From an optimization exercise on the open Yosys and OpenROAD flow, aimed at small area; shortcuts taken in it are not production practice.
Only simulation tests tie the RTL to the original design; equivalence was not proved.
Power is estimated from default activity; no workload was simulated.

File: flow/config.mk
export PLATFORM = sky130hd
export DESIGN_NAME = img_proc_top
export DESIGN_NICKNAME = img_proc_top
export VERILOG_FILES = /design/flow/design.v
export SDC_FILE = /design/flow/constraint.sdc
export NUM_CORES = 4
export LEC_CHECK = 0
export CAP_MARGIN = 20
export CORE_MARGIN = 2
export CORE_UTILIZATION = 45
export CTS_BUF_LIST = sky130_fd_sc_hd__clkbuf_8
export CTS_CLUSTER_DIAMETER = 55
export CTS_CLUSTER_SIZE = 17
export GPL_TIMING_DRIVEN = 0
export SLEW_MARGIN = 20
File: flow/constraint.sdc
create_clock -name core_clock -period 10.0 [get_ports {i_clk}]
set_input_delay 2.0000 -clock core_clock [delete_from_list [all_inputs] [get_ports {i_clk}]]
set_output_delay 2.0000 -clock core_clock [all_outputs]
set_load 0.01 [all_outputs]
File: flow/design.v
`timescale 1ns / 1ps
module img_proc_top(
    input           i_clk,
    input           someport, 
    input           i_data_valid,
    input [11:0]    pixel_in,
    output          o_data_valid,
    output [17:0]   o_waddr,
    output [11:0]   o_data,
    input [2:0]     filter_sel
);
    wire rst   = someport;
    wire mode2 = (filter_sel == 3'd2);
    wire mode3 = (filter_sel == 3'd3);
    wire [3:0] r_in = pixel_in[11:8];
    wire [3:0] g_in = pixel_in[7:4];
    wire [3:0] b_in = pixel_in[3:0];
    wire gy_0 = r_in[1] ^ r_in[0] ^ g_in[2];
    wire gy_1 = (r_in[1] & r_in[0]) | (r_in[1] & g_in[2]) | (r_in[0] & g_in[2]);
    wire gy_2 = r_in[2] ^ r_in[1] ^ g_in[3];
    wire gy_3 = (r_in[2] & r_in[1]) | (r_in[2] & g_in[3]) | (r_in[1] & g_in[3]);
    wire gy_4 = g_in[2] ^ g_in[0] ^ b_in[2];
    wire gy_5 = (g_in[2] & g_in[0]) | (g_in[2] & b_in[2]) | (g_in[0] & b_in[2]);
    wire gy_6 = r_in[3] ^ r_in[2] ^ g_in[3];
    wire gy_7 = (r_in[3] & r_in[2]) | (r_in[3] & g_in[3]) | (r_in[2] & g_in[3]);
    wire gy_8 = g_in[1] ^ b_in[3] ^ b_in[2];
    wire gy_9 = (g_in[1] & b_in[3]) | (g_in[1] & b_in[2]) | (b_in[3] & b_in[2]);
    wire gy_10 = r_in[3] ^ r_in[0] ^ g_in[2];
    wire gy_11 = (r_in[3] & r_in[0]) | (r_in[3] & g_in[2]) | (r_in[0] & g_in[2]);
    wire gy_12 = r_in[3] ^ r_in[1] ^ g_in[2];
    wire gy_13 = (r_in[3] & r_in[1]) | (r_in[3] & g_in[2]) | (r_in[1] & g_in[2]);
    wire gy_14 = r_in[2] ^ g_in[3] ^ g_in[0];
    wire gy_15 = (r_in[2] & g_in[3]) | (r_in[2] & g_in[0]) | (g_in[3] & g_in[0]);
    wire gy_16 = r_in[3] ^ r_in[0] ^ g_in[1];
    wire gy_17 = (r_in[3] & r_in[0]) | (r_in[3] & g_in[1]) | (r_in[0] & g_in[1]);
    wire gy_18 = g_in[0] ^ b_in[2] ^ b_in[0];
    wire gy_19 = (g_in[0] & b_in[2]) | (g_in[0] & b_in[0]) | (b_in[2] & b_in[0]);
    wire gy_20 = gy_0 ^ g_in[1] ^ b_in[3];
    wire gy_21 = (gy_0 & g_in[1]) | (gy_0 & b_in[3]) | (g_in[1] & b_in[3]);
    wire gy_22 = b_in[1] ^ b_in[0];
    wire gy_23 = b_in[1] & b_in[0];
    wire gy_24 = gy_1 ^ gy_2 ^ gy_4;
    wire gy_25 = (gy_1 & gy_2) | (gy_1 & gy_4) | (gy_2 & gy_4);
    wire gy_26 = b_in[1] ^ b_in[0];
    wire gy_27 = b_in[1] & b_in[0];
    wire gy_28 = gy_3 ^ gy_5 ^ gy_6;
    wire gy_29 = (gy_3 & gy_5) | (gy_3 & gy_6) | (gy_5 & gy_6);
    wire gy_30 = gy_8 ^ b_in[1];
    wire gy_31 = gy_8 & b_in[1];
    wire gy_32 = gy_7 ^ gy_9 ^ gy_10;
    wire gy_33 = (gy_7 & gy_9) | (gy_7 & gy_10) | (gy_9 & gy_10);
    wire gy_34 = b_in[3] ^ b_in[2];
    wire gy_35 = b_in[3] & b_in[2];
    wire gy_36 = gy_11 ^ r_in[1] ^ g_in[3];
    wire gy_37 = (gy_11 & r_in[1]) | (gy_11 & g_in[3]) | (r_in[1] & g_in[3]);
    wire gy_38 = g_in[0] ^ b_in[3];
    wire gy_39 = g_in[0] & b_in[3];
    wire gy_40 = r_in[2] ^ r_in[0] ^ g_in[1];
    wire gy_41 = (r_in[2] & r_in[0]) | (r_in[2] & g_in[1]) | (r_in[0] & g_in[1]);
    wire gy_42 = gy_12 ^ b_in[3] ^ b_in[0];
    wire gy_43 = (gy_12 & b_in[3]) | (gy_12 & b_in[0]) | (b_in[3] & b_in[0]);
    wire gy_44 = gy_13 ^ gy_14 ^ b_in[1];
    wire gy_45 = (gy_13 & gy_14) | (gy_13 & b_in[1]) | (gy_14 & b_in[1]);
    wire gy_46 = gy_15 ^ gy_16 ^ gy_18;
    wire gy_47 = (gy_15 & gy_16) | (gy_15 & gy_18) | (gy_16 & gy_18);
    wire gy_48 = gy_17 ^ gy_19 ^ gy_20;
    wire gy_49 = (gy_17 & gy_19) | (gy_17 & gy_20) | (gy_19 & gy_20);
    wire gy_50 = gy_21 ^ gy_23 ^ gy_24;
    wire gy_51 = (gy_21 & gy_23) | (gy_21 & gy_24) | (gy_23 & gy_24);
    wire gy_52 = gy_25 ^ gy_27 ^ gy_28;
    wire gy_53 = (gy_25 & gy_27) | (gy_25 & gy_28) | (gy_27 & gy_28);
    wire gy_54 = gy_29 ^ gy_31 ^ gy_32;
    wire gy_55 = (gy_29 & gy_31) | (gy_29 & gy_32) | (gy_31 & gy_32);
    wire gy_56 = gy_33 ^ gy_35 ^ gy_36;
    wire gy_57 = (gy_33 & gy_35) | (gy_33 & gy_36) | (gy_35 & gy_36);
    wire gy_58 = gy_37 ^ gy_39 ^ r_in[2];
    wire gy_59 = (gy_37 & gy_39) | (gy_37 & r_in[2]) | (gy_39 & r_in[2]);
    wire gy_60 = r_in[1] ^ g_in[0] ^ b_in[1];
    wire gy_61 = (r_in[1] & g_in[0]) | (r_in[1] & b_in[1]) | (g_in[0] & b_in[1]);
    wire gy_62 = gy_40 ^ b_in[2];
    wire gy_63 = gy_40 & b_in[2];
    wire gy_64 = gy_41 ^ gy_42;
    wire gy_65 = gy_41 & gy_42;
    wire gy_66 = gy_43 ^ gy_44;
    wire gy_67 = gy_43 & gy_44;
    wire gy_68 = gy_45 ^ gy_46;
    wire gy_69 = gy_45 & gy_46;
    wire gy_70 = gy_47 ^ gy_48 ^ gy_22;
    wire gy_71 = (gy_47 & gy_48) | (gy_47 & gy_22) | (gy_48 & gy_22);
    wire gy_72 = gy_49 ^ gy_50 ^ gy_26;
    wire gy_73 = (gy_49 & gy_50) | (gy_49 & gy_26) | (gy_50 & gy_26);
    wire gy_74 = gy_51 ^ gy_52 ^ gy_30;
    wire gy_75 = (gy_51 & gy_52) | (gy_51 & gy_30) | (gy_52 & gy_30);
    wire gy_76 = gy_53 ^ gy_54 ^ gy_34;
    wire gy_77 = (gy_53 & gy_54) | (gy_53 & gy_34) | (gy_54 & gy_34);
    wire gy_78 = gy_55 ^ gy_56 ^ gy_38;
    wire gy_79 = (gy_55 & gy_56) | (gy_55 & gy_38) | (gy_56 & gy_38);
    wire gy_80 = gy_57 ^ gy_58 ^ g_in[1];
    wire gy_81 = (gy_57 & gy_58) | (gy_57 & g_in[1]) | (gy_58 & g_in[1]);
    wire gy_82 = gy_59 ^ r_in[3] ^ g_in[2];
    wire gy_83 = (gy_59 & r_in[3]) | (gy_59 & g_in[2]) | (r_in[3] & g_in[2]);
    wire [14:0] gy_a = {1'b0, gy_83, gy_81, gy_79, gy_77, gy_75, gy_73, gy_71, gy_69, gy_67, gy_65, gy_63, gy_61, gy_60, r_in[0]};
    wire [14:0] gy_b = {1'b0, g_in[3], gy_82, gy_80, gy_78, gy_76, gy_74, gy_72, gy_70, gy_68, gy_66, gy_64, gy_62, 1'b0, b_in[0]};
    wire [14:0] gy_sum = gy_a + gy_b;
    wire [3:0] gray = gy_sum[14:11];
    wire [11:0] pix_st = {mode3 ? gray : r_in, g_in, b_in};
    reg [4:0] wcol;      
    reg [2:0] wq;        
    reg [1:0] nrows;     
    reg [5:0] ph;        
    reg [9:0] ctr;       
    wire row_done = i_data_valid && (wcol == 5'd31);
    wire trigger  = row_done && (nrows == 2'd2);
    wire pop      = (ph >= 6'd2) && (ph <= 6'd33);   
    wire outv     = (ph >= 6'd5);                     
    always @(posedge i_clk) begin
        if (rst) begin
            wcol  <= 5'd0;
            wq    <= 3'b001;
            nrows <= 2'd0;
            ph    <= 6'd0;
        end else begin
            if (i_data_valid) wcol <= wcol + 5'd1;
            if (row_done) begin
                wq <= {wq[1:0], wq[2]};
                if (nrows != 2'd2) nrows <= nrows + 2'd1;
            end
            if (trigger) ph <= 6'd1;
            else if (ph == 6'd36) ph <= 6'd0;
            else if (ph != 6'd0) ph <= ph + 6'd1;
        end
    end
    always @(posedge i_clk) begin
        if (rst || ctr == 10'd767) ctr <= 10'd0;
        else if (outv) ctr <= ctr + 10'd1;
    end
    wire [31:0] low;
    genvar k, i;
    generate
        for (i = 0; i < 32; i = i + 1) begin : g_low
            assign low[i] = pop && (ph <= 6'd33 - i);
        end
    endgenerate
    wire [35:0] tap [0:2];
    generate
        for (k = 0; k < 3; k = k + 1) begin : g_q
            reg [383:0] d;
            wire is_w = wq[k];
            wire arr  = is_w && i_data_valid;
            wire [31:0] en = {32{arr}} | (is_w ? low : {32{pop}});
            wire [11:0] in31 = is_w ? pix_st : d[11:0];
            for (i = 0; i < 31; i = i + 1) begin : g_s
                always @(posedge i_clk)
                    if (en[i]) d[i*12 +: 12] <= d[(i+1)*12 +: 12];
            end
            always @(posedge i_clk)
                if (en[31]) d[383:372] <= in31;
            assign tap[k] = d[35:0];
        end
    endgenerate
    wire [35:0] Ot = ({36{wq[0]}} & tap[0]) | ({36{wq[1]}} & tap[1]) | ({36{wq[2]}} & tap[2]);
    wire [35:0] M  = ({36{wq[2]}} & tap[0]) | ({36{wq[0]}} & tap[1]) | ({36{wq[1]}} & tap[2]);
    wire [35:0] N  = ({36{wq[1]}} & tap[0]) | ({36{wq[2]}} & tap[1]) | ({36{wq[0]}} & tap[2]);
    reg [23:0] wrap;
    always @(posedge i_clk)
        if (ph == 6'd2) wrap <= Ot[23:0];
    wire last1 = (ph == 6'd32);
    wire last2 = (ph == 6'd33);
    wire [35:0] O = {last2 ? wrap[23:12] : (last1 ? wrap[11:0] : Ot[35:24]),
                     last2 ? wrap[11:0] : Ot[23:12],
                     Ot[11:0]};
    wire ga0_0 = N[9] ^ N[20] ^ N[33];
    wire ga0_1 = (N[9] & N[20]) | (N[9] & N[33]) | (N[20] & N[33]);
    wire ga0_2 = N[10] ^ N[21] ^ N[34];
    wire ga0_3 = (N[10] & N[21]) | (N[10] & N[34]) | (N[21] & N[34]);
    wire ga0_4 = M[9] ^ M[20] ^ M[33];
    wire ga0_5 = (M[9] & M[20]) | (M[9] & M[33]) | (M[20] & M[33]);
    wire ga0_6 = N[11] ^ N[22] ^ N[35];
    wire ga0_7 = (N[11] & N[22]) | (N[11] & N[35]) | (N[22] & N[35]);
    wire ga0_8 = M[10] ^ M[21] ^ M[34];
    wire ga0_9 = (M[10] & M[21]) | (M[10] & M[34]) | (M[21] & M[34]);
    wire ga0_10 = O[11] ^ O[22] ^ O[35];
    wire ga0_11 = (O[11] & O[22]) | (O[11] & O[35]) | (O[22] & O[35]);
    wire ga0_12 = N[23] ^ M[11] ^ M[22];
    wire ga0_13 = (N[23] & M[11]) | (N[23] & M[22]) | (M[11] & M[22]);
    wire ga0_14 = ga0_0 ^ M[8] ^ M[32];
    wire ga0_15 = (ga0_0 & M[8]) | (ga0_0 & M[32]) | (M[8] & M[32]);
    wire ga0_16 = ga0_1 ^ ga0_2 ^ ga0_4;
    wire ga0_17 = (ga0_1 & ga0_2) | (ga0_1 & ga0_4) | (ga0_2 & ga0_4);
    wire ga0_18 = O[10] ^ O[21] ^ O[34];
    wire ga0_19 = (O[10] & O[21]) | (O[10] & O[34]) | (O[21] & O[34]);
    wire ga0_20 = ga0_3 ^ ga0_5 ^ ga0_6;
    wire ga0_21 = (ga0_3 & ga0_5) | (ga0_3 & ga0_6) | (ga0_5 & ga0_6);
    wire ga0_22 = ga0_8 ^ ga0_10;
    wire ga0_23 = ga0_8 & ga0_10;
    wire ga0_24 = ga0_7 ^ ga0_9 ^ ga0_11;
    wire ga0_25 = (ga0_7 & ga0_9) | (ga0_7 & ga0_11) | (ga0_9 & ga0_11);
    wire ga0_26 = ga0_12 ^ M[35] ^ O[23];
    wire ga0_27 = (ga0_12 & M[35]) | (ga0_12 & O[23]) | (M[35] & O[23]);
    wire ga0_28 = N[8] ^ N[32] ^ O[8];
    wire ga0_29 = (N[8] & N[32]) | (N[8] & O[8]) | (N[32] & O[8]);
    wire ga0_30 = ga0_14 ^ O[9] ^ O[20];
    wire ga0_31 = (ga0_14 & O[9]) | (ga0_14 & O[20]) | (O[9] & O[20]);
    wire ga0_32 = ga0_15 ^ ga0_16 ^ ga0_18;
    wire ga0_33 = (ga0_15 & ga0_16) | (ga0_15 & ga0_18) | (ga0_16 & ga0_18);
    wire ga0_34 = ga0_17 ^ ga0_19 ^ ga0_20;
    wire ga0_35 = (ga0_17 & ga0_19) | (ga0_17 & ga0_20) | (ga0_19 & ga0_20);
    wire ga0_36 = ga0_21 ^ ga0_23 ^ ga0_24;
    wire ga0_37 = (ga0_21 & ga0_23) | (ga0_21 & ga0_24) | (ga0_23 & ga0_24);
    wire ga0_38 = ga0_25 ^ ga0_27 ^ ga0_13;
    wire ga0_39 = (ga0_25 & ga0_27) | (ga0_25 & ga0_13) | (ga0_27 & ga0_13);
    wire ga0_40 = ga0_29 ^ ga0_30 ^ O[33];
    wire ga0_41 = (ga0_29 & ga0_30) | (ga0_29 & O[33]) | (ga0_30 & O[33]);
    wire ga0_42 = ga0_31 ^ ga0_32;
    wire ga0_43 = ga0_31 & ga0_32;
    wire ga0_44 = ga0_33 ^ ga0_34 ^ ga0_22;
    wire ga0_45 = (ga0_33 & ga0_34) | (ga0_33 & ga0_22) | (ga0_34 & ga0_22);
    wire ga0_46 = ga0_35 ^ ga0_36 ^ ga0_26;
    wire ga0_47 = (ga0_35 & ga0_36) | (ga0_35 & ga0_26) | (ga0_36 & ga0_26);
    wire ga0_48 = ga0_37 ^ ga0_38 ^ M[23];
    wire ga0_49 = (ga0_37 & ga0_38) | (ga0_37 & M[23]) | (ga0_38 & M[23]);
    wire [7:0] ga0_a = {1'b0, ga0_49, ga0_47, ga0_45, ga0_43, ga0_41, ga0_40, ga0_28};
    wire [7:0] ga0_b = {1'b0, ga0_39, ga0_48, ga0_46, ga0_44, ga0_42, 1'b0, O[32]};
    wire [7:0] ga0_sum = ga0_a + ga0_b;
    wire [3:0] gs0 = ga0_sum[7:4];
    wire ga1_0 = N[5] ^ N[16] ^ N[29];
    wire ga1_1 = (N[5] & N[16]) | (N[5] & N[29]) | (N[16] & N[29]);
    wire ga1_2 = N[6] ^ N[17] ^ N[30];
    wire ga1_3 = (N[6] & N[17]) | (N[6] & N[30]) | (N[17] & N[30]);
    wire ga1_4 = M[5] ^ M[16] ^ M[29];
    wire ga1_5 = (M[5] & M[16]) | (M[5] & M[29]) | (M[16] & M[29]);
    wire ga1_6 = N[7] ^ N[18] ^ N[31];
    wire ga1_7 = (N[7] & N[18]) | (N[7] & N[31]) | (N[18] & N[31]);
    wire ga1_8 = M[6] ^ M[17] ^ M[30];
    wire ga1_9 = (M[6] & M[17]) | (M[6] & M[30]) | (M[17] & M[30]);
    wire ga1_10 = O[7] ^ O[18] ^ O[31];
    wire ga1_11 = (O[7] & O[18]) | (O[7] & O[31]) | (O[18] & O[31]);
    wire ga1_12 = N[19] ^ M[7] ^ M[18];
    wire ga1_13 = (N[19] & M[7]) | (N[19] & M[18]) | (M[7] & M[18]);
    wire ga1_14 = ga1_0 ^ M[4] ^ M[28];
    wire ga1_15 = (ga1_0 & M[4]) | (ga1_0 & M[28]) | (M[4] & M[28]);
    wire ga1_16 = ga1_1 ^ ga1_2 ^ ga1_4;
    wire ga1_17 = (ga1_1 & ga1_2) | (ga1_1 & ga1_4) | (ga1_2 & ga1_4);
    wire ga1_18 = O[6] ^ O[17] ^ O[30];
    wire ga1_19 = (O[6] & O[17]) | (O[6] & O[30]) | (O[17] & O[30]);
    wire ga1_20 = ga1_3 ^ ga1_5 ^ ga1_6;
    wire ga1_21 = (ga1_3 & ga1_5) | (ga1_3 & ga1_6) | (ga1_5 & ga1_6);
    wire ga1_22 = ga1_8 ^ ga1_10;
    wire ga1_23 = ga1_8 & ga1_10;
    wire ga1_24 = ga1_7 ^ ga1_9 ^ ga1_11;
    wire ga1_25 = (ga1_7 & ga1_9) | (ga1_7 & ga1_11) | (ga1_9 & ga1_11);
    wire ga1_26 = ga1_12 ^ M[31] ^ O[19];
    wire ga1_27 = (ga1_12 & M[31]) | (ga1_12 & O[19]) | (M[31] & O[19]);
    wire ga1_28 = N[4] ^ N[28] ^ O[4];
    wire ga1_29 = (N[4] & N[28]) | (N[4] & O[4]) | (N[28] & O[4]);
    wire ga1_30 = ga1_14 ^ O[5] ^ O[16];
    wire ga1_31 = (ga1_14 & O[5]) | (ga1_14 & O[16]) | (O[5] & O[16]);
    wire ga1_32 = ga1_15 ^ ga1_16 ^ ga1_18;
    wire ga1_33 = (ga1_15 & ga1_16) | (ga1_15 & ga1_18) | (ga1_16 & ga1_18);
    wire ga1_34 = ga1_17 ^ ga1_19 ^ ga1_20;
    wire ga1_35 = (ga1_17 & ga1_19) | (ga1_17 & ga1_20) | (ga1_19 & ga1_20);
    wire ga1_36 = ga1_21 ^ ga1_23 ^ ga1_24;
    wire ga1_37 = (ga1_21 & ga1_23) | (ga1_21 & ga1_24) | (ga1_23 & ga1_24);
    wire ga1_38 = ga1_25 ^ ga1_27 ^ ga1_13;
    wire ga1_39 = (ga1_25 & ga1_27) | (ga1_25 & ga1_13) | (ga1_27 & ga1_13);
    wire ga1_40 = ga1_29 ^ ga1_30 ^ O[29];
    wire ga1_41 = (ga1_29 & ga1_30) | (ga1_29 & O[29]) | (ga1_30 & O[29]);
    wire ga1_42 = ga1_31 ^ ga1_32;
    wire ga1_43 = ga1_31 & ga1_32;
    wire ga1_44 = ga1_33 ^ ga1_34 ^ ga1_22;
    wire ga1_45 = (ga1_33 & ga1_34) | (ga1_33 & ga1_22) | (ga1_34 & ga1_22);
    wire ga1_46 = ga1_35 ^ ga1_36 ^ ga1_26;
    wire ga1_47 = (ga1_35 & ga1_36) | (ga1_35 & ga1_26) | (ga1_36 & ga1_26);
    wire ga1_48 = ga1_37 ^ ga1_38 ^ M[19];
    wire ga1_49 = (ga1_37 & ga1_38) | (ga1_37 & M[19]) | (ga1_38 & M[19]);
    wire [7:0] ga1_a = {1'b0, ga1_49, ga1_47, ga1_45, ga1_43, ga1_41, ga1_40, ga1_28};
    wire [7:0] ga1_b = {1'b0, ga1_39, ga1_48, ga1_46, ga1_44, ga1_42, 1'b0, O[28]};
    wire [7:0] ga1_sum = ga1_a + ga1_b;
    wire [3:0] gs1 = ga1_sum[7:4];
    wire ga2_0 = N[1] ^ N[12] ^ N[25];
    wire ga2_1 = (N[1] & N[12]) | (N[1] & N[25]) | (N[12] & N[25]);
    wire ga2_2 = N[2] ^ N[13] ^ N[26];
    wire ga2_3 = (N[2] & N[13]) | (N[2] & N[26]) | (N[13] & N[26]);
    wire ga2_4 = M[1] ^ M[12] ^ M[25];
    wire ga2_5 = (M[1] & M[12]) | (M[1] & M[25]) | (M[12] & M[25]);
    wire ga2_6 = N[3] ^ N[14] ^ N[27];
    wire ga2_7 = (N[3] & N[14]) | (N[3] & N[27]) | (N[14] & N[27]);
    wire ga2_8 = M[2] ^ M[13] ^ M[26];
    wire ga2_9 = (M[2] & M[13]) | (M[2] & M[26]) | (M[13] & M[26]);
    wire ga2_10 = O[3] ^ O[14] ^ O[27];
    wire ga2_11 = (O[3] & O[14]) | (O[3] & O[27]) | (O[14] & O[27]);
    wire ga2_12 = N[15] ^ M[3] ^ M[14];
    wire ga2_13 = (N[15] & M[3]) | (N[15] & M[14]) | (M[3] & M[14]);
    wire ga2_14 = ga2_0 ^ M[0] ^ M[24];
    wire ga2_15 = (ga2_0 & M[0]) | (ga2_0 & M[24]) | (M[0] & M[24]);
    wire ga2_16 = ga2_1 ^ ga2_2 ^ ga2_4;
    wire ga2_17 = (ga2_1 & ga2_2) | (ga2_1 & ga2_4) | (ga2_2 & ga2_4);
    wire ga2_18 = O[2] ^ O[13] ^ O[26];
    wire ga2_19 = (O[2] & O[13]) | (O[2] & O[26]) | (O[13] & O[26]);
    wire ga2_20 = ga2_3 ^ ga2_5 ^ ga2_6;
    wire ga2_21 = (ga2_3 & ga2_5) | (ga2_3 & ga2_6) | (ga2_5 & ga2_6);
    wire ga2_22 = ga2_8 ^ ga2_10;
    wire ga2_23 = ga2_8 & ga2_10;
    wire ga2_24 = ga2_7 ^ ga2_9 ^ ga2_11;
    wire ga2_25 = (ga2_7 & ga2_9) | (ga2_7 & ga2_11) | (ga2_9 & ga2_11);
    wire ga2_26 = ga2_12 ^ M[27] ^ O[15];
    wire ga2_27 = (ga2_12 & M[27]) | (ga2_12 & O[15]) | (M[27] & O[15]);
    wire ga2_28 = N[0] ^ N[24] ^ O[0];
    wire ga2_29 = (N[0] & N[24]) | (N[0] & O[0]) | (N[24] & O[0]);
    wire ga2_30 = ga2_14 ^ O[1] ^ O[12];
    wire ga2_31 = (ga2_14 & O[1]) | (ga2_14 & O[12]) | (O[1] & O[12]);
    wire ga2_32 = ga2_15 ^ ga2_16 ^ ga2_18;
    wire ga2_33 = (ga2_15 & ga2_16) | (ga2_15 & ga2_18) | (ga2_16 & ga2_18);
    wire ga2_34 = ga2_17 ^ ga2_19 ^ ga2_20;
    wire ga2_35 = (ga2_17 & ga2_19) | (ga2_17 & ga2_20) | (ga2_19 & ga2_20);
    wire ga2_36 = ga2_21 ^ ga2_23 ^ ga2_24;
    wire ga2_37 = (ga2_21 & ga2_23) | (ga2_21 & ga2_24) | (ga2_23 & ga2_24);
    wire ga2_38 = ga2_25 ^ ga2_27 ^ ga2_13;
    wire ga2_39 = (ga2_25 & ga2_27) | (ga2_25 & ga2_13) | (ga2_27 & ga2_13);
    wire ga2_40 = ga2_29 ^ ga2_30 ^ O[25];
    wire ga2_41 = (ga2_29 & ga2_30) | (ga2_29 & O[25]) | (ga2_30 & O[25]);
    wire ga2_42 = ga2_31 ^ ga2_32;
    wire ga2_43 = ga2_31 & ga2_32;
    wire ga2_44 = ga2_33 ^ ga2_34 ^ ga2_22;
    wire ga2_45 = (ga2_33 & ga2_34) | (ga2_33 & ga2_22) | (ga2_34 & ga2_22);
    wire ga2_46 = ga2_35 ^ ga2_36 ^ ga2_26;
    wire ga2_47 = (ga2_35 & ga2_36) | (ga2_35 & ga2_26) | (ga2_36 & ga2_26);
    wire ga2_48 = ga2_37 ^ ga2_38 ^ M[15];
    wire ga2_49 = (ga2_37 & ga2_38) | (ga2_37 & M[15]) | (ga2_38 & M[15]);
    wire [7:0] ga2_a = {1'b0, ga2_49, ga2_47, ga2_45, ga2_43, ga2_41, ga2_40, ga2_28};
    wire [7:0] ga2_b = {1'b0, ga2_39, ga2_48, ga2_46, ga2_44, ga2_42, 1'b0, O[24]};
    wire [7:0] ga2_sum = ga2_a + ga2_b;
    wire [3:0] gs2 = ga2_sum[7:4];
    wire sb_0 = N[21] ^ N[33] ^ M[33];
    wire sb_1 = (N[21] & N[33]) | (N[21] & M[33]) | (N[33] & M[33]);
    wire sb_2 = N[22] ^ N[34] ^ M[34];
    wire sb_3 = (N[22] & N[34]) | (N[22] & M[34]) | (N[34] & M[34]);
    wire sb_4 = N[23] ^ N[35] ^ M[35];
    wire sb_5 = (N[23] & N[35]) | (N[23] & M[35]) | (N[35] & M[35]);
    wire sb_6 = N[20] ^ N[32] ^ M[32];
    wire sb_7 = (N[20] & N[32]) | (N[20] & M[32]) | (N[32] & M[32]);
    wire sb_8 = sb_0 ^ ~M[9] ^ ~O[9];
    wire sb_9 = (sb_0 & ~M[9]) | (sb_0 & ~O[9]) | (~M[9] & ~O[9]);
    wire sb_10 = sb_1 ^ sb_2 ^ ~M[10];
    wire sb_11 = (sb_1 & sb_2) | (sb_1 & ~M[10]) | (sb_2 & ~M[10]);
    wire sb_12 = sb_3 ^ sb_4 ^ ~M[11];
    wire sb_13 = (sb_3 & sb_4) | (sb_3 & ~M[11]) | (sb_4 & ~M[11]);
    wire sb_14 = ~O[11] ^ ~O[23] ^ 1'b1;
    wire sb_15 = (~O[11] & ~O[23]) | (~O[11] & 1'b1) | (~O[23] & 1'b1);
    wire sb_16 = N[9] ^ O[33] ^ M[9];
    wire sb_17 = (N[9] & O[33]) | (N[9] & M[9]) | (O[33] & M[9]);
    wire sb_18 = N[10] ^ O[34] ^ M[10];
    wire sb_19 = (N[10] & O[34]) | (N[10] & M[10]) | (O[34] & M[10]);
    wire sb_20 = N[11] ^ O[35] ^ M[11];
    wire sb_21 = (N[11] & O[35]) | (N[11] & M[11]) | (O[35] & M[11]);
    wire sb_22 = O[23] ^ O[10] ^ 1'b1;
    wire sb_23 = (O[23] & O[10]) | (O[23] & 1'b1) | (O[10] & 1'b1);
    wire sb_24 = sb_6 ^ ~M[8] ^ ~O[8];
    wire sb_25 = (sb_6 & ~M[8]) | (sb_6 & ~O[8]) | (~M[8] & ~O[8]);
    wire sb_26 = sb_7 ^ sb_8 ^ ~O[21];
    wire sb_27 = (sb_7 & sb_8) | (sb_7 & ~O[21]) | (sb_8 & ~O[21]);
    wire sb_28 = sb_9 ^ sb_10 ^ ~O[10];
    wire sb_29 = (sb_9 & sb_10) | (sb_9 & ~O[10]) | (sb_10 & ~O[10]);
    wire sb_30 = sb_11 ^ sb_12 ^ sb_14;
    wire sb_31 = (sb_11 & sb_12) | (sb_11 & sb_14) | (sb_12 & sb_14);
    wire sb_32 = sb_13 ^ sb_15 ^ sb_5;
    wire sb_33 = (sb_13 & sb_15) | (sb_13 & sb_5) | (sb_15 & sb_5);
    wire sb_34 = N[8] ^ O[32] ^ M[8];
    wire sb_35 = (N[8] & O[32]) | (N[8] & M[8]) | (O[32] & M[8]);
    wire sb_36 = sb_16 ^ O[21] ^ O[8];
    wire sb_37 = (sb_16 & O[21]) | (sb_16 & O[8]) | (O[21] & O[8]);
    wire sb_38 = sb_17 ^ sb_18 ^ O[22];
    wire sb_39 = (sb_17 & sb_18) | (sb_17 & O[22]) | (sb_18 & O[22]);
    wire sb_40 = sb_19 ^ sb_20 ^ sb_22;
    wire sb_41 = (sb_19 & sb_20) | (sb_19 & sb_22) | (sb_20 & sb_22);
    wire sb_42 = sb_21 ^ sb_23 ^ O[11];
    wire sb_43 = (sb_21 & sb_23) | (sb_21 & O[11]) | (sb_23 & O[11]);
    wire sb_44 = sb_25 ^ sb_26 ^ 1'b1;
    wire sb_45 = (sb_25 & sb_26) | (sb_25 & 1'b1) | (sb_26 & 1'b1);
    wire sb_46 = sb_27 ^ sb_28 ^ ~O[22];
    wire sb_47 = (sb_27 & sb_28) | (sb_27 & ~O[22]) | (sb_28 & ~O[22]);
    wire sb_48 = sb_29 ^ sb_30;
    wire sb_49 = sb_29 & sb_30;
    wire sb_50 = sb_31 ^ sb_32;
    wire sb_51 = sb_31 & sb_32;
    wire sb_52 = sb_37 ^ sb_38 ^ O[9];
    wire sb_53 = (sb_37 & sb_38) | (sb_37 & O[9]) | (sb_38 & O[9]);
    wire sb_54 = sb_39 ^ sb_40;
    wire sb_55 = sb_39 & sb_40;
    wire sb_56 = sb_41 ^ sb_42 ^ 1'b1;
    wire sb_57 = (sb_41 & sb_42) | (sb_41 & 1'b1) | (sb_42 & 1'b1);
    wire [14:0] sb_a = {1'b0, 1'b1, sb_57, sb_55, sb_53, sb_52, sb_35, sb_34, 1'b1, sb_51, sb_49, sb_47, sb_45, sb_44, sb_24};
    wire [14:0] sb_b = {1'b0, 1'b0, sb_43, sb_56, sb_54, 1'b0, sb_36, O[20], 1'b0, sb_33, sb_50, sb_48, sb_46, 1'b0, ~O[20]};
    wire [14:0] sb_sum = sb_a + sb_b;
    wire edge_px = sb_sum[14];
    wire [11:0] res = mode3 ? {12{edge_px}} : {gs0, gs1, gs2};
    reg [11:0] r1, r2, r3;
    always @(posedge i_clk) begin
        r1 <= res;
        r2 <= r1;
        r3 <= r2;
    end
    assign o_data       = r3;
    assign o_data_valid = (mode2 || mode3) && outv;
    assign o_waddr      = {9'd0, ctr[9:1]};
endmodule
File: flow/run.sh
#!/bin/bash
# synth_recipe.tcl (not shown) runs the flow's synth.tcl, then flattens the netlist and writes it again
# the make line also repeats each setting of config.mk as NAME=value (left out here)
make -C /OpenROAD-flow-scripts/flow DESIGN_CONFIG=/design/flow/config.mk WORK_HOME=/design/flow/orfs CLKGATE_MAP_FILE= SYNTH_SCRIPT=/design/flow/synth_recipe.tcl finish
==> summary.txt, run 1 <==
first-pass GRT wire length=132000 µm; post-CTS resize count=0; clk sinks=1238; Post-Syn Area=44900 µm²; Max Slew Vio Count=0; Power Total=9.35 mW; DRT Wirelength=91500 µm; Final setup viols=0; Seq/Total Area, Yosys=81.3%; fillers=8030; HP Class=reg -> reg; CP startpoint kind=register; total setup buffers inserted after CTS=0; post-synthesis async set-or-reset flop share=0%; Hold Buf Count CTS=0; commonest non-fill, non-tap cell in the layout=edfxtp_1; Crit Path Category=reg -> reg; DR iter-0 viols=2903; clock-pin slew on the worst setup and hold paths=0.09 ns; register area=36600 µm²; Layout area overhead=8.74%; Final Hold Violating Endpoints=0; crit path from=wq[0]$_SDFFE_PP1P_; Multi-input gate area=7170 µm²; slowest cell on the critical path=clkbuf_1; Worst VDD drop=113 µV; Detail Route Antenna Nets=0; # port buffers=39; CTS tree=built; worst-case clock buffer depth=3; Gate Count Post-Synth=2353; Slew @ Worst Pin=1.16 ns; Yosys warnings=1; Final GP Congestion=0.909; unrepaired setup endpoints after global routing=no; max frequency=0.135 GHz; Critical Path Max Stage Delay=0.79 ns; commonest cells after routing, fill and taps aside=1176 x edfxtp_1, 236 x inv_1, 166 x nand2_1; leakage power=17.2 nW; latest clock arrival within the worst-skew pair=0.80 ns; Worst Clk Skew=0.0625 ns; Area after DPL=47000 µm²; Critical Path RT=10.62 ns; power per unit of standard cell area=191 nW/µm²; M1 GR Usage=24.2%; Slew headroom=23.0%; Root Buffer Master=clkbuf_8; HPWL reported at the end of detailed placement=65200 µm; Total GRT Usage=17.9%; max-cap violations=0; # IOs=49; met2 Track Usage GR=28.4%; grt peak-use layer=met2; crit path capture=r1[8]$_DFF_P_; CORE AREA=98700 µm²; total die area=102000 µm²; Tcrit/Tclk final=74.1%; post-layout min period=7.41 ns; nets=2706; Most Frequent Cell on Critical Path=clkbuf_1; syn avg cell area=19.1 µm²; CTS Buf Count=96; starting density of the core=45.5%; met3 Usage GRT=5.34%; run status=complete, no violations; crit-path cells=buf_1, clkbuf_1, clkbuf_1, clkbuf_1, a222oi_1, fa_1, inv_1, fa_1, fa_1, ha_1, ha_1, a21oi_1, o21ai_0, a21oi_1, nor2b_1, o21ai_0, clkbuf_1, o21ai_0; vias=20600; Final Cell Area=48900 µm²; total gr overflow=0; r2r setup slk=2.59 ns; Crit. End Element=register; share of layout cells above drive strength 1=7.85%; DR WL/cell=23.8 µm; Seq cells post-synth=1238; CP max FO=10; Post-synth EDFFs=1176; Rows=115; vias in the first global route=20600; total negative slack=0 ns; via/cell ratio=5.36; largest net degree at the start of global routing=18; die width=320 µm; Distinct cells, synth=59; FF-to-FF Start=wq[0]$_SDFFE_PP1P_; crit path DAT=8.03 ns; Most used DFF post-synth=edfxtp_1; capturing point of the worst reg2reg path=r1[8]$_DFF_P_; initial antenna violation count=2; drt first pass iters=10; die boundary height=320 µm; DRC viols=0; H-tree level count=3; R2R cell count=18
==> stage by stage <==
step	std cells	utilization [%]	hold WS (ns)	worst slack [ns]
floorplan	2361	-	0.310	4.22
global placement	3687	47.6	0.309	2.87
detailed placement	3690	47.6	0.312	2.79
CTS	3835	49.5	0.335	2.82
global route	3839	49.5	0.342	2.45
finish	3839	49.5	0.333	2.59
==> critical path, delay by kind of cell, from the launching register on <==
kind	cells	cell delay [ns]
AOI/OAI and AO/OA	6	1.56
adders and majority gates	5	2.20
buffers and inverters	6	3.02
DFF	1	0.39
and+or+nand+nor	1	0.07
==> synthesized netlist by cell type (3+ instances only) <==
cell type	count	area, µm²
xnor2_1	19	166
fa_1	119	2380
clkbuf_1	52	195
a222oi_1	94	941
mux2_2	25	282
dfxtp_1	62	1240
and3_1	4	25.0
edfxtp_1	1176	35300
ha_1	67	838
nor3_1	6	30.0
a21o_1	11	82.6
nand4_1	7	43.8
o21ai_1	7	35.0
mux2i_1	12	120
and3b_1	3	26.3
a31oi_1	7	43.8
nand2_1	166	623
nor2b_1	4	25.0
or3_1	6	37.5
nor2_1	56	210
xor2_1	12	105
nand3_1	13	65.1
buf_4	18	135
o21ai_0	56	280
a31o_2	4	35.0
inv_1	228	856
a22oi_1	15	113
buf_1	15	56.3
o31ai_1	3	22.5
o21bai_1	4	30.0
a21oi_1	40	200
o21a_1	3	22.5
==> logic make-up (layout without fill, tap and decap cells) <==
family / after synthesis / in the layout / share of synthesized area (%)
AND/OR/NAND/NOR: 281 / 281 / 2.74
other: 1 / 12 / 0.00834
flip-flops: 1238 / 1238 / 81.3
multiplexers: 37 / 37 / 0.894
AO/OA/AOI/OAI: 261 / 261 / 4.40
XOR/XNOR: 31 / 31 / 0.604
adder cells (fa/ha/maj): 188 / 188 / 7.21
buffers and inverters: 316 / 504 / 2.81
==> registers in the layout (all words and copies together) (netlist names), 3 cells and up <==
name and cells:
wrap 24, r3 12, r1 12, g_q.d 1152, wcol 5, r2 12
ctr 10, ph 6, wq 3
==> worst min-delay path by stage <==
stage | from | end | slack (ns) | cells past startpoint
CTS | r1[10]$_DFF_P_ | r2[10]$_DFF_P_ | 0.33 | 0
global placement | r1[3]$_DFF_P_ | r2[3]$_DFF_P_ | 0.31 | 0
detailed placement | r2[4]$_DFF_P_ | r3[4]$_DFF_P_ | 0.31 | 0
global route | r2[3]$_DFF_P_ | r3[3]$_DFF_P_ | 0.34 | 0
floorplan | r1[0]$_DFF_P_ | r2[0]$_DFF_P_ | 0.31 | 0
finish | r2[0]$_DFF_P_ | r3[0]$_DFF_P_ | 0.33 | 0
==> report_power, final <==
| group | internal (mW) | total [mW] | leakage [nW] | switching, mW |
|---|---|---|---|---|
| logic | 0.289 | 0.709 | 4.86 | 0.420 |
| clock network | 1.08 | 2.68 | 0.962 | 1.60 |
| registers | 5.88 | 5.96 | 11.4 | 0.0851 |
==> final cells by class <==
class	instances	share of cell area, %
antenna	3	0.0154
buffer	88	0.835
clock buffer	99	2.79
clock inverter	46	0.952
inverter	228	1.75
multi-input combinational	807	14.7
sequential	1238	74.8
tap	1287	3.29
timing repair buffer	43	0.901
==> per-layer routing <==
| metal | share of wire (%) | wire (µm) |
|---|---|---|
| met5 | 0 | 0 |
| met3 | 9.9 | 9030 |
| met4 | 2.1 | 1920 |
| met2 | 47 | 43000 |
| met1 | 41 | 37500 |
==> run 2, diff against run 1 <==
--- a/flow/config.mk
+++ b/flow/config.mk
@@ -9,7 +9,7 @@
 export CORE_MARGIN = 2
 export CORE_UTILIZATION = 45
 export CTS_BUF_LIST = sky130_fd_sc_hd__clkbuf_8
-export CTS_CLUSTER_DIAMETER = 55
-export CTS_CLUSTER_SIZE = 17
+export CTS_CLUSTER_DIAMETER = 50
+export CTS_CLUSTER_SIZE = 16
 export GPL_TIMING_DRIVEN = 0
 export SLEW_MARGIN = 20
==> summary.txt, run 2 <==
Critical Path RT=10.63 ns (was 10.62 ns); Synth area leader=edfxtp_1 (unchanged); Power Total=9.45 mW (was 9.35 mW); r2r setup slk=2.61 ns (was 2.59 ns); Crit. End Element=register (unchanged); Distinct cells, synth=59 (unchanged); Root Buffer Master=clkbuf_8 (unchanged); # port buffers=39 (unchanged); Seq cells post-synth=1238 (unchanged); Max Slew Vio Count=0 (unchanged); clock-pin slew on the worst setup and hold paths=0.09 ns (about the same); Rows=115 (unchanged); Post-Route Utilization=49.7% (was 49.5%); # IOs=49 (unchanged); CORE AREA=98700 µm² (unchanged); capturing point of the worst reg2reg path=r1[8]$_DFF_P_ (unchanged); Final Non-Filler Cells=3864 (was 3839); drt first pass iters=10 (unchanged); Gate Count Post-Synth=2353 (unchanged); Worst VDD drop=121 µV (was 113 µV); total gr overflow=0 (unchanged); power per unit of standard cell area=193 nW/µm² (was 191 nW/µm²); Hold Buf Count CTS=0 (unchanged); Post-Syn Area=44900 µm² (unchanged); HP Class=reg -> reg (unchanged); initial antenna violation count=2 (unchanged); fillers=8021 (was 8030); total setup buffers inserted after CTS=0 (unchanged); max reg flops=1152 (unchanged); Area after DPL=47000 µm² (unchanged); Final GP Congestion=0.909 (unchanged); Tcrit/Tclk final=73.9% (was 74.1%); crit path DAT=8.01 ns (was 8.03 ns); vias in the first global route=20700 (was 20600); Hold Path Stages=0 (unchanged); Final setup viols=0 (unchanged); CTS tree=built (unchanged); Detail Route Antenna Nets=0 (unchanged); latest clock arrival within the worst-skew pair=0.78 ns (was 0.80 ns); Slew headroom=20.1% (was 23.0%); post-synthesis async set-or-reset flop share=0% (unchanged); clk sinks=1238 (unchanged); synth top area cells=edfxtp_1 79%, fa_1 5.3%, dfxtp_1 2.8%, a222oi_1 2.1%, inv_1 1.9% (unchanged); vias=20600 (about the same); CP startpoint kind=register (unchanged); Most flops, register=g_q.d (unchanged); DRT Wirelength=91500 µm (about the same); syn avg cell area=19.1 µm² (unchanged); share of layout cells above drive strength 1=8.24% (was 7.85%); Crit Path Category=reg -> reg (unchanged); Yosys warnings=1 (unchanged); hold path startpoint=r1[2]$_DFF_P_ (was r2[0]$_DFF_P_); Multi-input gate area=7170 µm² (about the same); FF-to-FF Start=wq[0]$_SDFFE_PP1P_ (unchanged); HPWL reported at the end of detailed placement=65200 µm (unchanged); first-pass GRT wire length=132000 µm (about the same); Seq/Total Area, Yosys=81.3% (unchanged); nets=2716 (was 2706); register area=36600 µm² (unchanged); die width=320 µm (unchanged); Slew @ Worst Pin=1.20 ns (was 1.16 ns); leakage power=17.3 nW (was 17.2 nW); largest net degree at the start of global routing=18 (unchanged); run status=complete, no violations (unchanged); Post-synth EDFFs=1176 (unchanged); via/cell ratio=5.34 (was 5.36); commonest non-fill, non-tap cell in the layout=edfxtp_1 (unchanged); Layout area overhead=9.20% (was 8.74%); Cell Count Post-Placement=3690 (unchanged); DR WL/cell=23.7 µm (was 23.8 µm); CP max FO=10 (unchanged); DR iter-0 viols=2779 (was 2903); max frequency=0.135 GHz (about the same); DRC viols=0 (unchanged); H-tree level count=3 (unchanged); starting density of the core=45.5% (unchanged); total die area=102000 µm² (unchanged); CTS Buf Count=105 (was 96); hold path endpoint=r2[2]$_DFF_P_ (was r3[0]$_DFF_P_); Most used DFF post-synth=edfxtp_1 (unchanged); die boundary height=320 µm (unchanged); Total GRT Usage=17.8% (was 17.9%); post-layout min period=7.39 ns (was 7.41 ns); R2R cell count=18 (unchanged); Regs by FF count=g_q.d: 1152 flops, wrap: 24 flops (unchanged); total negative slack=0 ns (unchanged); max-cap violations=0 (unchanged); Final Cell Area=49100 µm² (was 48900 µm²); crit path from=wq[0]$_SDFFE_PP1P_ (unchanged); unrepaired setup endpoints after global routing=no (unchanged); top-count cell post-synth=edfxtp_1 (unchanged); post-synth top area share=78.6% (unchanged); Final Hold Violating Endpoints=0 (unchanged); worst-case clock buffer depth=3 (unchanged); Worst Clk Skew=0.0537 ns (was 0.0625 ns); post-CTS resize count=0 (unchanged); commonest cells after routing, fill and taps aside=1176 x edfxtp_1, 243 x inv_1, 166 x nand2_1 (was 1176 x edfxtp_1, 236 x inv_1, 166 x nand2_1); top post-synthesis cells by count=1176 x edfxtp_1, 228 x inv_1, 166 x nand2_1 (unchanged)
[run 2: layout make-up]
| type | count | share of cell area [%] |
|---|---|---|
| clock buffer | 108 | 3.03 |
| buffer | 88 | 0.831 |
| sequential | 1238 | 74.5 |
| tap | 1287 | 3.28 |
| inverter | 228 | 1.74 |
| multi-input combinational | 807 | 14.6 |
| clock inverter | 61 | 1.11 |
| timing repair buffer | 44 | 0.913 |
| antenna | 3 | 0.0153 |
[run 2: worst max path at each step]
stage / endpoint / slack [ns] / cells after the start
final: r1[8]$_DFF_P_ / 2.61 / 18
after global routing: r1[8]$_DFF_P_ / 2.43 / 18
after global placement: r1[10]$_DFF_P_ / 2.87 / 18
after detailed placement: g_q[1].d[381]$_DFFE_PP_ / 2.79 / 16
after CTS: r1[8]$_DFF_P_ / 2.80 / 18
after floorplan: g_q[2].d[383]$_DFFE_PP_ / 4.22 / 15
[run 2: critical path: stages (launching register included)]
cell      delay (ns)
dfxtp_1         0.39
buf_1           0.42
clkbuf_1        0.48
clkbuf_1        0.73
clkbuf_1        0.72
a222oi_1        0.37
fa_1            0.63
inv_1           0.06
fa_1            0.51
fa_1            0.44
ha_1            0.30
ha_1            0.32
a21oi_1         0.13
o21ai_0         0.10
a21oi_1         0.15
nor2b_1         0.07
o21ai_0         0.65
clkbuf_1        0.54
o21ai_0         0.20
[run 2: through the flow]
stage / hold WS (ns) / setup WS, ns
6_report: 0.327 / 2.61
5_1_grt: 0.323 / 2.43
4_1_cts: 0.330 / 2.80
3_5_place_dp: 0.312 / 2.79
3_3_place_gp: 0.309 / 2.87
2_1_floorplan: 0.310 / 4.22
[run 2: cells by family after synthesis]
group / count (synthesis) / share of synthesized area, %
AO/OA/AOI/OAI: 261 / 4.40
XOR/XNOR: 31 / 0.604
multiplexers: 37 / 0.894
buffers and inverters: 316 / 2.81
flip-flops: 1238 / 81.3
AND/OR/NAND/NOR: 281 / 2.74
adder cells (fa/ha/maj): 188 / 7.21
other: 1 / 0.00834
[run 2: per-layer routing]
metal	routed length (µm)	part of all wire, %	track usage, %
met5	0	0	0
met4	2080	2.3	4.55
met3	9570	10	5.18
met2	42800	47	28.4
met1	37000	40	24.2
[run 2: where the power goes]
part / switching (mW) / internal, mW / leakage [nW] / total [mW]
Sequential: 0.0856 / 5.88 / 11.4 / 5.96
Clock: 1.65 / 1.13 / 1.08 / 2.78
Combinational: 0.421 / 0.289 / 4.86 / 0.710
Total: 2.16 / 7.30 / 17.3 / 9.45
==> run 3, diff against run 2 <==
--- a/flow/config.mk
+++ b/flow/config.mk
@@ -8,8 +8,8 @@
 export CAP_MARGIN = 20
 export CORE_MARGIN = 2
 export CORE_UTILIZATION = 45
-export CTS_BUF_LIST = sky130_fd_sc_hd__clkbuf_8
+export CTS_BUF_LIST = sky130_fd_sc_hd__clkbuf_4
 export CTS_CLUSTER_DIAMETER = 50
-export CTS_CLUSTER_SIZE = 16
+export CTS_CLUSTER_SIZE = 8
 export GPL_TIMING_DRIVEN = 0
 export SLEW_MARGIN = 20
==> summary.txt, run 3 <==
run status=complete, no violations (unchanged); crit-path cells=buf_1, clkbuf_1, clkbuf_1, clkbuf_1, a222oi_1, fa_1, inv_1, fa_1, fa_1, ha_1, ha_1, a21oi_1, o21ai_0, a21oi_1, nor2b_1, o21ai_0, clkbuf_1, o21ai_0 (unchanged); latest clock arrival within the worst-skew pair=1.12 ns (was 0.78 ns); max reg flops=1152 (unchanged); largest net degree at the start of global routing=17 (was 18); max-cap violations=0 (unchanged); Adder-Cell Fraction of Synth Area=7.21% (unchanged); unrepaired setup endpoints after global routing=no (unchanged); Slew @ Worst Pin=1.20 ns (about the same); drt first pass iters=13 (was 10); DRC viols=0 (unchanged); hold path endpoint=r2[10]$_DFF_P_ (was r2[2]$_DFF_P_); slowest cell on the critical path=clkbuf_1 (unchanged); Final Non-Filler Cells=3939 (was 3864); syn avg cell area=19.1 µm² (unchanged); initial antenna violation count=3 (was 2); DR iter-0 viols=2948 (was 2779); HP Class=reg -> reg (unchanged); Worst VDD drop=95.3 µV (was 121 µV); Most flops, register=g_q.d (unchanged); total die area=102000 µm² (unchanged); CTS tree=built (unchanged); CTS Buf Count=180 (was 105); H-tree level count=4 (was 3); Yosys warnings=1 (unchanged); share of layout cells above drive strength 1=11.6% (was 8.24%); Buf/Inv on CP=6 (unchanged); starting density of the core=45.5% (unchanged); Rows=115 (unchanged); Slew headroom=20.1% (about the same); post-CTS resize count=0 (unchanged); Crit Path Category=reg -> reg (unchanged); HPWL reported at the end of detailed placement=65200 µm (unchanged); crit path DAT=8.28 ns (was 8.01 ns); total gr overflow=0 (unchanged); clock-pin slew on the worst setup and hold paths=0.10 ns (was 0.09 ns); Gate Count Post-Synth=2353 (unchanged); Synth area leader=edfxtp_1 (unchanged); Crit. End Element=register (unchanged); CP startpoint kind=register (unchanged); Most Frequent Cell on Critical Path=clkbuf_1 (unchanged); Critical Path Max Stage Delay=0.74 ns (was 0.73 ns); delay-heaviest family, CP=buffers and inverters (unchanged); CP max FO=10 (unchanged); top post-synthesis cells by count=1176 x edfxtp_1, 228 x inv_1, 166 x nand2_1 (unchanged); # port buffers=39 (unchanged); Tcrit/Tclk final=73.7% (was 73.9%); Most used DFF post-synth=edfxtp_1 (unchanged); post-synthesis mux area share=0.894% (unchanged); # IOs=49 (unchanged); die width=320 µm (unchanged); Regs by FF count=g_q.d: 1152 flops, wrap: 24 flops (unchanged); Worst Clk Skew=0.119 ns (was 0.0537 ns); die boundary height=320 µm (unchanged); Layout area overhead=8.89% (was 9.20%); R2R cell count=18 (unchanged); Post-synth EDFFs=1176 (unchanged); Post-Syn Area=44900 µm² (unchanged); largest family of logic cells by synthesized area=adder cells (unchanged); Seq/Total Area, Yosys=81.3% (unchanged); via/cell ratio=5.35 (was 5.34); Final setup viols=0 (unchanged); Synth Area in Compound Gates=4.40% (unchanged); Final GP Congestion=0.909 (unchanged); post-synth top area share=78.6% (unchanged); Simple-Gate Fraction of Synth Area=2.74% (unchanged); DRT Wirelength=92600 µm (was 91500 µm); Max Slew Vio Count=0 (unchanged); commonest cells after routing, fill and taps aside=1176 x edfxtp_1, 228 x inv_1, 214 x clkbuf_4 (was 1176 x edfxtp_1, 243 x inv_1, 166 x nand2_1); Final Hold Violating Endpoints=0 (unchanged); Seq cells post-synth=1238 (unchanged); fillers=8109 (was 8021); FF-to-FF Start=wq[0]$_SDFFE_PP1P_ (unchanged); leakage power=17.4 nW (was 17.3 nW); max frequency=0.136 GHz (was 0.135 GHz); power per unit of standard cell area=192 nW/µm² (was 193 nW/µm²); first-pass GRT wire length=134000 µm (was 132000 µm); vias=21100 (was 20600); commonest non-fill, non-tap cell in the layout=edfxtp_1 (unchanged); nets=2791 (was 2716); total setup buffers inserted after CTS=0 (unchanged); capturing point of the worst reg2reg path=r1[8]$_DFF_P_ (unchanged); DR WL/cell=23.5 µm (was 23.7 µm); post-layout min period=7.37 ns (was 7.39 ns); Detail Route Antenna Nets=0 (unchanged); synth top area cells=edfxtp_1 79%, fa_1 5.3%, dfxtp_1 2.8%, a222oi_1 2.1%, inv_1 1.9% (unchanged); Root Buffer Master=clkbuf_4 (was clkbuf_8); post-synthesis async set-or-reset flop share=0% (unchanged); worst-case clock buffer depth=3 (unchanged); vias in the first global route=21400 (was 20700); total negative slack=0 ns (unchanged); Cell Count Post-Placement=3690 (unchanged); top-count cell post-synth=edfxtp_1 (unchanged); Hold Buf Count CTS=0 (unchanged); Distinct cells, synth=59 (unchanged); r2r setup slk=2.63 ns (was 2.61 ns); hold path startpoint=r1[10]$_DFF_P_ (was r1[2]$_DFF_P_); CORE AREA=98700 µm² (unchanged); Critical Path RT=10.91 ns (was 10.63 ns); Total GRT Usage=18.2% (was 17.8%); Post-Synth XOR/XNOR Area=0.604% (unchanged); Hold Path Stages=0 (unchanged); clk sinks=1238 (unchanged)
## run 3: cell counts after synthesis
No cell type changed its count.
## run 3: logic make-up after synthesis
logic type | after synthesis
flip-flops | 1238
adder cells (fa/ha/maj) | 188
AND/OR/NAND/NOR | 281
other | 1
buffers and inverters | 316
multiplexers | 37
AO/OA/AOI/OAI | 261
XOR/XNOR | 31
## run 3: cell type report
class | count | area [µm²] | share of cell area (%)
inverters | 228 | 856 | 1.75
multi-input cells | 807 | 7170 | 14.6
clock buffers | 214 | 1610 | 3.28
diodes | 3 | 7.51 | 0.0153
flip-flops and latches | 1238 | 36600 | 74.7
clock inverters | 30 | 285 | 0.583
plain buffers | 88 | 408 | 0.833
well taps | 1287 | 1610 | 3.29
repair buffers | 44 | 448 | 0.915
## run 3: worst max-delay path by stage
stage / from / end / cells after the start
floorplan: pixel_in[7] / g_q[2].d[383]$_DFFE_PP_ / 15
CTS: wq[0]$_SDFFE_PP1P_ / r1[8]$_DFF_P_ / 18
global route: wq[0]$_SDFFE_PP1P_ / r1[8]$_DFF_P_ / 18
detailed placement: pixel_in[7] / g_q[1].d[381]$_DFFE_PP_ / 16
global placement: wq[0]$_SDFFE_PP1P_ / r1[10]$_DFF_P_ / 18
finish: wq[0]$_SDFFE_PP1P_ / r1[8]$_DFF_P_ / 18
## run 3: layer usage
metal / up-vias / track usage (%) / part of all wire, %
met5: - / 0 / 0
met4: 0 / 5.86 / 2.1
met3: 145 / 7.41 / 12
met2: 951 / 28.2 / 47
met1: 10600 / 23.4 / 39
li1: 9333 / - / -
## run 3: power by group
| group | leakage [nW] | total, mW | internal [mW] | switching [mW] |
|---|---|---|---|---|
| combinational | 4.86 | 0.710 | 0.289 | 0.421 |
| clock | 1.12 | 2.71 | 1.08 | 1.62 |
| sequential | 11.4 | 5.96 | 5.88 | 0.0859 |
## run 3: metrics by stage
| step | hold slack (ns) | utilization, % | power [mW] | area, µm² | setup WS (ns) |
|---|---|---|---|---|---|
| after detailed placement | 0.312 | 47.6 | 6.80 | 47000 | 2.79 |
| after CTS | 0.318 | 49.6 | 9.52 | 48900 | 2.81 |
| final | 0.319 | 49.6 | 9.38 | 48900 | 2.63 |
| after floorplan | 0.310 | - | 6.51 | 45000 | 4.22 |
| after global routing | 0.331 | 49.6 | 9.82 | 48900 | 2.44 |
| after global placement | 0.309 | 47.6 | 6.77 | 47000 | 2.87 |
==> run 4, diff against run 3 <==
--- a/flow/design.v
+++ b/flow/design.v
@@ -105,26 +105,22 @@
     wire [3:0] gray = gy_sum[14:11];
     wire [11:0] pix_st = {mode3 ? gray : r_in, g_in, b_in};
     reg [4:0] wcol;      
-    reg [2:0] wq;        
     reg [1:0] nrows;     
     reg [5:0] ph;        
     reg [9:0] ctr;       
     wire row_done = i_data_valid && (wcol == 5'd31);
-    wire trigger  = row_done && (nrows == 2'd2);
+    wire trigger  = row_done && nrows[1];
+    wire primed   = (nrows == 2'd3);
     wire pop      = (ph >= 6'd2) && (ph <= 6'd33);   
     wire outv     = (ph >= 6'd5);                     
     always @(posedge i_clk) begin
         if (rst) begin
             wcol  <= 5'd0;
-            wq    <= 3'b001;
             nrows <= 2'd0;
             ph    <= 6'd0;
         end else begin
             if (i_data_valid) wcol <= wcol + 5'd1;
-            if (row_done) begin
-                wq <= {wq[1:0], wq[2]};
-                if (nrows != 2'd2) nrows <= nrows + 2'd1;
-            end
+            if (row_done && !primed) nrows <= nrows + 2'd1;
             if (trigger) ph <= 6'd1;
             else if (ph == 6'd36) ph <= 6'd0;
             else if (ph != 6'd0) ph <= ph + 6'd1;
@@ -135,40 +131,43 @@
         else if (outv) ctr <= ctr + 10'd1;
     end
     wire [31:0] low;
-    genvar k, i;
+    genvar i;
     generate
         for (i = 0; i < 32; i = i + 1) begin : g_low
             assign low[i] = pop && (ph <= 6'd33 - i);
         end
     endgenerate
-    wire [35:0] tap [0:2];
+    reg [383:0] qo, qm, qn;
+    wire chain = pop || (i_data_valid && !primed);
+    wire [31:0] en_n = {32{i_data_valid}} | low;
+    always @(posedge i_clk)
+        if (chain) begin
+            qo <= {qm[11:0], qo[383:12]};
+            qm <= {qn[11:0], qm[383:12]};
+        end
     generate
-        for (k = 0; k < 3; k = k + 1) begin : g_q
-            reg [383:0] d;
-            wire is_w = wq[k];
-            wire arr  = is_w && i_data_valid;
-            wire [31:0] en = {32{arr}} | (is_w ? low : {32{pop}});
-            wire [11:0] in31 = is_w ? pix_st : d[11:0];
-            for (i = 0; i < 31; i = i + 1) begin : g_s
-                always @(posedge i_clk)
-                    if (en[i]) d[i*12 +: 12] <= d[(i+1)*12 +: 12];
-            end
+        for (i = 0; i < 31; i = i + 1) begin : g_n
             always @(posedge i_clk)
-                if (en[31]) d[383:372] <= in31;
-            assign tap[k] = d[35:0];
+                if (en_n[i]) qn[i*12 +: 12] <= qn[(i+1)*12 +: 12];
         end
     endgenerate
-    wire [35:0] Ot = ({36{wq[0]}} & tap[0]) | ({36{wq[1]}} & tap[1]) | ({36{wq[2]}} & tap[2]);
-    wire [35:0] M  = ({36{wq[2]}} & tap[0]) | ({36{wq[0]}} & tap[1]) | ({36{wq[1]}} & tap[2]);
-    wire [35:0] N  = ({36{wq[1]}} & tap[0]) | ({36{wq[2]}} & tap[1]) | ({36{wq[0]}} & tap[2]);
+    always @(posedge i_clk)
+        if (en_n[31]) qn[383:372] <= pix_st;
     reg [23:0] wrap;
     always @(posedge i_clk)
-        if (ph == 6'd2) wrap <= Ot[23:0];
+        if (ph == 6'd2) wrap <= qo[23:0];
     wire last1 = (ph == 6'd32);
     wire last2 = (ph == 6'd33);
-    wire [35:0] O = {last2 ? wrap[23:12] : (last1 ? wrap[11:0] : Ot[35:24]),
-                     last2 ? wrap[11:0] : Ot[23:12],
-                     Ot[11:0]};
+    wire last  = last1 || last2;
+    wire [35:0] O = {last2 ? wrap[23:12] : (last1 ? wrap[11:0] : qo[35:24]),
+                     last2 ? wrap[11:0] : qo[23:12],
+                     qo[11:0]};
+    wire [35:0] M = {last ? qo[35:24] : qm[35:24],
+                     last2 ? qo[23:12] : qm[23:12],
+                     qm[11:0]};
+    wire [35:0] N = {last ? qm[35:24] : qn[35:24],
+                     last2 ? qm[23:12] : qn[23:12],
+                     qn[11:0]};
     wire ga0_0 = N[9] ^ N[20] ^ N[33];
     wire ga0_1 = (N[9] & N[20]) | (N[9] & N[33]) | (N[20] & N[33]);
     wire ga0_2 = N[10] ^ N[21] ^ N[34];
==> flow/config.mk (replaced) <==
export PLATFORM = sky130hd
export DESIGN_NAME = img_proc_top
export DESIGN_NICKNAME = img_proc_top
export VERILOG_FILES = /design/flow/design.v
export SDC_FILE = /design/flow/constraint.sdc
export NUM_CORES = 4
export LEC_CHECK = 0
export CAP_MARGIN = 0
export CORE_MARGIN = 2
export CORE_UTILIZATION = 45
export CTS_BUF_LIST = sky130_fd_sc_hd__clkbuf_8
export CTS_CLUSTER_DIAMETER = 55
export CTS_CLUSTER_SIZE = 17
export GPL_TIMING_DRIVEN = 0
export SLEW_MARGIN = 0
==> summary.txt, run 4 <==
run status=complete, no violations (unchanged); clk sinks=1235 (was 1238); Regs by FF count=qm: 384 flops, qn: 384 flops, qo: 384 flops (was g_q.d: 1152 flops, wrap: 24 flops); unrepaired setup endpoints after global routing=no (unchanged); Adder-Cell Fraction of Synth Area=7.52% (was 7.21%); Yosys warnings=1 (unchanged); R2R cell count=20 (was 18); Final Non-Filler Cells=3510 (was 3939); Worst VDD drop=111 µV (was 95.3 µV); Hold Buf Count CTS=0 (unchanged); post-layout min period=6.95 ns (was 7.37 ns); Hold Path Stages=0 (unchanged); share of layout cells above drive strength 1=10.4% (was 11.6%); Post-Synth XOR/XNOR Area=0.587% (was 0.604%); Tcrit/Tclk final=69.5% (was 73.7%); Final Hold Violating Endpoints=0 (unchanged); Root Buffer Master=clkbuf_8 (was clkbuf_4); Cell Count Post-Placement=3337 (was 3690); clock-pin slew on the worst setup and hold paths=0.10 ns (about the same); Crit. End Element=register (unchanged); # IOs=49 (unchanged); # port buffers=38 (was 39); post-synthesis async set-or-reset flop share=0% (unchanged); CTS tree=built (unchanged); Worst Clk Skew=0.0446 ns (was 0.119 ns); power per unit of standard cell area=210 nW/µm² (was 192 nW/µm²); worst-case clock buffer depth=3 (unchanged); crit-path cells=inv_1, ha_1, clkbuf_1, nand2_2, buf_6, clkbuf_1, buf_2, mux2i_1, fa_1, fa_1, fa_1, fa_1, inv_1, ha_1, a21oi_1, nor2_1, a2111oi_0, a31oi_2, nand2_2, o31ai_1 (was buf_1, clkbuf_1, clkbuf_1, clkbuf_1, a222oi_1, fa_1, inv_1, fa_1, fa_1, ha_1, ha_1, a21oi_1, o21ai_0, a21oi_1, nor2b_1, o21ai_0, clkbuf_1, o21ai_0); Layout area overhead=10.2% (was 8.89%); r2r setup slk=3.05 ns (was 2.63 ns); post-synth top area share=81.7% (was 78.6%); DR WL/cell=17.9 µm (was 23.5 µm); Seq cells post-synth=1235 (was 1238); CP max FO=10 (unchanged); Synth Area in Compound Gates=1.88% (was 4.40%); DR iter-0 viols=1599 (was 2948); vias=17000 (was 21100); slowest cell on the critical path=clkbuf_1 (unchanged); Sw Pwr=2.36 mW (was 2.13 mW); top post-synthesis cells by count=1176 x edfxtp_1, 175 x inv_1, 120 x fa_1 (was 1176 x edfxtp_1, 228 x inv_1, 166 x nand2_1); nets=2381 (was 2791); Max Slew Vio Count=0 (unchanged); Detail Route Antenna Nets=0 (unchanged); Critical Path Max Stage Delay=0.70 ns (was 0.74 ns); DRT Wirelength=62700 µm (was 92600 µm); CORE AREA=95200 µm² (was 98700 µm²); part of the power in registers=61.3% (was 63.6%); switching share of power=23.6% (was 22.7%); commonest cells after routing, fill and taps aside=1176 x edfxtp_1, 189 x inv_1, 120 x fa_1 (was 1176 x edfxtp_1, 228 x inv_1, 214 x clkbuf_4); setup ws final=3.05 ns (was 2.63 ns); combinational share of power=10.0% (was 7.6%); H-tree level count=3 (was 4); Slew @ Worst Pin=1.30 ns (was 1.20 ns); Most used DFF post-synth=edfxtp_1 (unchanged); CP startpoint kind=register (unchanged); HP Class=reg -> reg (unchanged); total negative slack=0 ns (unchanged); Final Cell Area=47600 µm² (was 48900 µm²); Critical Path RT=10.57 ns (was 10.91 ns); drt first pass iters=5 (was 13); Clk pwr share=28.7% (was 28.9%); Synth area leader=edfxtp_1 (unchanged); latest clock arrival within the worst-skew pair=0.74 ns (was 1.12 ns); max frequency=0.144 GHz (was 0.136 GHz); post-CTS resize count=0 (unchanged); top-count cell post-synth=edfxtp_1 (unchanged); largest family of logic cells by synthesized area=adder cells (unchanged); Final GP Congestion=0.811 (was 0.909); total setup buffers inserted after CTS=0 (unchanged); leakage power=16.4 nW (was 17.4 nW); Gate Count Post-Synth=2016 (was 2353); Distinct cells, synth=57 (was 59); starting density of the core=45.4% (was 45.5%); CTS Buf Count=101 (was 180); first-pass GRT wire length=98900 µm (was 134000 µm); internal power=7.65 mW (was 7.25 mW); synth top area cells=edfxtp_1 82%, fa_1 5.6%, dfxtp_1 2.7%, ha_1 1.9%, inv_1 1.5% (was edfxtp_1 79%, fa_1 5.3%, dfxtp_1 2.8%, a222oi_1 2.1%, inv_1 1.9%); total gr overflow=0 (unchanged); Seq/Total Area, Yosys=84.4% (was 81.3%); Total GRT Usage=12.9% (was 18.2%); Placement Setup Slack=2.98 ns (was 2.79 ns); Area after DPL=45500 µm² (was 47000 µm²); post-synthesis mux area share=1.75% (was 0.894%); commonest non-fill, non-tap cell in the layout=edfxtp_1 (unchanged); crit path DAT=7.51 ns (was 8.28 ns); largest net degree at the start of global routing=85 (was 17); syn avg cell area=21.4 µm² (was 19.1 µm²); HPWL reported at the end of detailed placement=38000 µm (was 65200 µm); die width=314 µm (was 320 µm); initial antenna violation count=3 (unchanged); Final setup viols=0 (unchanged); Buf/Inv on CP=6 (unchanged); Power Total=10.0 mW (was 9.38 mW); delay-heaviest family, CP=adder cells (was buffers and inverters); die boundary height=314 µm (was 320 µm); Most Frequent Cell on Critical Path=fa_1 (was clkbuf_1); max-cap violations=0 (unchanged); Crit Path Category=reg -> reg (unchanged); DRC viols=0 (unchanged); critical path depth=20 (was 18); Post-synth EDFFs=1176 (unchanged); total die area=98600 µm² (was 102000 µm²); Simple-Gate Fraction of Synth Area=1.73% (was 2.74%); via/cell ratio=4.83 (was 5.35); vias in the first global route=17700 (was 21400); Rows=113 (was 115); Post-Syn Area=43200 µm² (was 44900 µm²); Slew headroom=12.9% (was 20.1%)
## run 4: cell types whose count changed after synthesis, sizes merged, moves of 9 or more
| cell | previous run | this run |
|---|---|---|
| o21ai | 63 | 23 |
| a21oi | 40 | 27 |
| a222oi | 94 | 0 |
| clkbuf | 52 | 19 |
| a21o | 11 | 29 |
| inv | 228 | 175 |
| buf | 36 | 27 |
| mux2i | 12 | 44 |
| a22oi | 15 | 0 |
| nand2 | 166 | 27 |
## run 4: power by group through the flow
| stage | registers, mW | clock network (mW) | logic (mW) |
|---|---|---|---|
| final | 6.14 | 2.87 | 1.00 |
| after global routing | 6.17 | 3.20 | 1.16 |
| after global placement | 6.29 | 0 | 0.970 |
| after detailed placement | 6.26 | 0 | 1.01 |
| after floorplan | 6.25 | 0 | 0.692 |
| after CTS | 6.15 | 3.01 | 1.02 |
## run 4: path summary, 6_finish.rpt
path / startpoint / endpoint
worst max-delay path: ph[1]$_SDFFE_PP0P_ / r1[2]$_DFF_P_
worst min register to register: r1[5]$_DFF_P_ / r2[5]$_DFF_P_
worst max register to register: ph[1]$_SDFFE_PP0P_ / r1[2]$_DFF_P_
worst min-delay path: r1[5]$_DFF_P_ / r2[5]$_DFF_P_
## run 4: layout make-up
| type | count | area (µm²) |
|---|---|---|
| Fill cell | 7501 | 47500 |
| Sequential cell | 1235 | 36500 |
| Multi-Input combinational cell | 568 | 5870 |
| Tap cell | 1265 | 1580 |
| Clock buffer | 102 | 1400 |
| Clock inverter | 68 | 706 |
| Timing Repair Buffer | 49 | 663 |
| Inverter | 175 | 657 |
| Buffer | 46 | 262 |
| Antenna cell | 2 | 5.00 |
## run 4: cells by family (layout without fill, tap and decap cells)
| logic type | after synthesis | after routing |
|---|---|---|
| flops | 1235 | 1235 |
| buf+inv | 221 | 440 |
| fa+ha+maj | 188 | 188 |
| simple gates | 149 | 149 |
| compound gates | 121 | 121 |
| mux | 72 | 72 |
| xor+xnor | 29 | 29 |
| other cells | 1 | 11 |
## run 4: routing by layer
| metal | GRT usage [%] | share of wire, % |
|---|---|---|
| met5 | 0 | 0 |
| met4 | 3.69 | 2.2 |
| met3 | 2.53 | 4.0 |
| met2 | 19.8 | 46 |
| met1 | 18.9 | 48 |
## run 4: through the flow
| stage | hold WS (ns) | util [%] |
|---|---|---|
| after floorplan | 0.310 | - |
| after global placement | 0.315 | 47.5 |
| after detailed placement | 0.312 | 47.8 |
| after CTS | 0.336 | 50.1 |
| after global routing | 0.337 | 50.1 |
| final | 0.333 | 50.1 |

Re-timed with assumed drivers on the ports (clkbuf_16 on the clock, buf_2 on other inputs), run 4 has 3.051 ns of setup slack against 3.051 ns with ideal ports, and 3.051 ns once port delays also move by the mid clock arrival of 0.782 ns.
